Context: an optimization exercise on an open-source flow, tuned for small area, a short achievable clock period and few clock cycles. The choices shown serve that exercise and are no tape-out recipe. Function was checked by simulation only, so behaviour that the tests miss may differ from the original. Power and IR drop assume default switching activity.

onyx:
Design stackMultiCycle, start of the top module:
module stackMultiCycle(
	clk,
	rst,
	mem_addr,
	mem_rdata,
	mem_wdata,
	mem_we);
Size: roughly 1,700 cells after synthesis, about 24 I/O pins, ~23,000 µm² of cells after synthesis.
clock: 4.0 ns
lec_check: 0
cap_margin: 20
core_margin: 2
core_utilization: 70
cts_buf_list: sky130_fd_sc_hd__clkbuf_8
cts_cluster_diameter: 50
cts_cluster_size: 20
place_density: 0.8
setup_slack_margin: 1.8
slew_margin: 20
run.sh (not shown) runs the stock make flow with config.mk's settings and CLKGATE_MAP_FILE= SYNTH_SCRIPT=/design/flow/synth_recipe.tcl, a recipe that flattens the netlist after the stock synthesis.
Testbench counts of onyx, summed over its fixed seeds: cycles 48,074.
## Diff of input files: amber against onyx
- removing PLACE_DENSITY (formerly 0.8)
- changing CORE_UTILIZATION from 70 to 80
- Summary of amber over onyx: number of cells upsized or downsized after cts saw an increase, power in combinational cells saw little to no change, post-route total power saw an increase, post-detailed-route via-to-cell ratio saw an increase, sequential standard cell area saw little to no change.
- In the flow results for amber and onyx, the first-iteration DRC count is larger on amber.
- amber vs onyx — total number of vias rose about 2.8%.
- Summary: worst setup margin, amber worse than onyx
- amber ends up with a part of the power in the clock network that is 1.0 points higher than in onyx.
- In the reports for amber and onyx, the larger final-layout worst hold slack belongs to amber.
diff inputs: amber => nickel
- CORE_UTILIZATION: 80 -> 70
==> flow/flow/run.sh (new file) <==
#!/bin/bash
# Standard layout, with port buffers of a plain buffer cell and resizing not
# held to the same cell footprint. Each tool's output goes to standard.log.
set -euo pipefail
bash standard.sh MATCH_CELL_FOOTPRINT=0 "BUFFER_PORTS_ARGS=-buffer_cell sky130_fd_sc_hd__buf_4" finish > standard.log 2>&1
==> flow/standard.sh (new file) <==
#!/bin/bash
# synth_recipe.tcl (not shown) runs the flow's synth.tcl, then flattens the netlist and writes it again
# the make line also repeats each setting of config.mk as NAME=value (left out here)
make -C /OpenROAD-flow-scripts/flow DESIGN_CONFIG=/design/flow/config.mk WORK_HOME=/design/flow/orfs CLKGATE_MAP_FILE= SYNTH_SCRIPT=/design/flow/synth_recipe.tcl "${@:-finish}"
removed: flow/run.sh
==> results.txt <==
Having completed the whole flow, nickel delivered a layout that passed the timing, DRC and antenna checks.
nickel against amber; power is down slightly.
Compared with amber, in nickel non-clock buffering overhead in the final layout shows a reduction of 1.1 points, design area shows a reduction of 190 µm², clock network fraction of total power shows an increase of 0.8 points, clock network latency to the later pin of the worst-skew pair shows a reduction of 20 ps.
Reported for nickel and amber, number of buffers added to fix hold violations after cts turned out identical to the last digit.
Wire length on met3: nickel vs amber down 18%
Going from amber to nickel, pin count of the biggest net entering global routing grew by more than half.
[inputs] pepper vs nickel
- SETUP_SLACK_MARGIN changed from 1.8 to 2.1
==> flow/run.sh (new file) <==
#!/bin/bash
# synth_recipe.tcl (not shown) runs the flow's synth.tcl, then flattens the netlist and writes it again
# the make line also repeats each setting of config.mk as NAME=value (left out here)
make -C /OpenROAD-flow-scripts/flow DESIGN_CONFIG=/design/flow/config.mk WORK_HOME=/design/flow/orfs CLKGATE_MAP_FILE= SYNTH_SCRIPT=/design/flow/synth_recipe.tcl finish
removed: flow/flow/run.sh
removed: flow/standard.sh
==> results.txt <==
pepper ended with every stage complete and zero timing, DRC or antenna violations.
A class of the tightest hold or removal check of flip-flop to flip-flop is what pepper shows, while input port to asynchronous set/reset pin belongs to nickel.
Proportion of synthesized chip area in sequential cells across pepper and nickel: no real change.
Measured against each other, pepper and nickel differ in share of final-layout standard cells stronger than drive strength 1, the lower figure coming from nickel.
pepper vs. nickel: total of plain and repair buffers excluding clock buffers up 45; clock period minus worst slack fell by 27 ps.
nickel -> pepper: total power increased by a few percent
Against nickel, count of clock-buffer cells in the layout in pepper rose by more than 10%.
pepper and nickel ended up with nearly the same latest clock arrival within the worst-skew pair.
The inputs of tundra differ from those of pepper as listed below.
- PLACE_DENSITY: unset -> 0.9
- SETUP_SLACK_MARGIN: 2.1 -> 1.9
Results
Between pepper and tundra, clock share of power increased. tundra vs pepper — synthesis-to-layout area growth dropped 1.7 points. Between tundra and pepper, the number of instances in the placed design does not differ in any meaningful way. In tundra relative to pepper, non-clock buffer total of the final layout had gone down by more than 10%. tundra vs. pepper: cell area went down; post-layout minimum cycle time now sits lower. Last element of the critical path = tz$_DFF_P_: pepper; last element of the critical path = mem_wdata[4]: tundra.
Here is what was changed in the inputs of raven compared with tundra.
- clearing PLACE_DENSITY, which used to be 0.9
- swapping 1.9 for 1.8 in SETUP_SLACK_MARGIN
==> flow/flow/run.sh (new file) <==
#!/bin/bash
# Standard layout with port buffers of a plain buffer cell. Each tool's
# output goes to standard.log.
set -euo pipefail
bash standard.sh "BUFFER_PORTS_ARGS=-buffer_cell sky130_fd_sc_hd__buf_4" finish > standard.log 2>&1
==> flow/standard.sh (new file) <==
#!/bin/bash
# synth_recipe.tcl (not shown) runs the flow's synth.tcl, then flattens the netlist and writes it again
# the make line also repeats each setting of config.mk as NAME=value (left out here)
make -C /OpenROAD-flow-scripts/flow DESIGN_CONFIG=/design/flow/config.mk WORK_HOME=/design/flow/orfs CLKGATE_MAP_FILE= SYNTH_SCRIPT=/design/flow/synth_recipe.tcl "${@:-finish}"
removed: flow/run.sh
Notes after the runs:
raven ran to completion and came out clean on the timing, DRC and antenna checks.
In raven, the met3 usage came out 0.65 points above the value in tundra.
Compared with tundra, in raven storage element area held, pre-CTS setup slack went up 490 ps, layout-stage area growth over the synthesis result went down 1.8 points.
Against tundra, the final cell area of raven is lower.
On routed length on met1, the lower figure sits with tundra, not raven.

## what the ideal ports hide
Ports are ideal in the flow. The routed layouts listed here were re-timed in OpenROAD. Step 1 sets driving cells, clkbuf_16 on the clock port and buf_2 on the other inputs (assumed; they add their load-dependent delay and slew). Step 2 times the ports against the registers' clock, not the clock port: input delays grow and output delays shrink by t, the midpoint of the rising clock arrivals with the driver on. a / b / c = no drivers / after step 1 / after step 2; a / b = the first two.
run	t, ns	slack for setup (ns)	cell pins on the clock port's net
onyx	0.649	1.829 / 1.780 / 1.221	1
amber	0.664	1.725 / 1.725 / 1.286	1
nickel	0.651	1.836 / 1.788 / 1.599	1
pepper	0.649	1.863 / 1.863 / 1.534	1
tundra	0.652	1.879 / 1.832 / 1.390	1
raven	0.651	1.813 / 1.765 / 1.596	1
After both steps setup and hold are still met in every run listed. For onyx, which loses most, drivers alone change the setup slack by -0.049 ns; drivers and shift together by -0.608 ns.
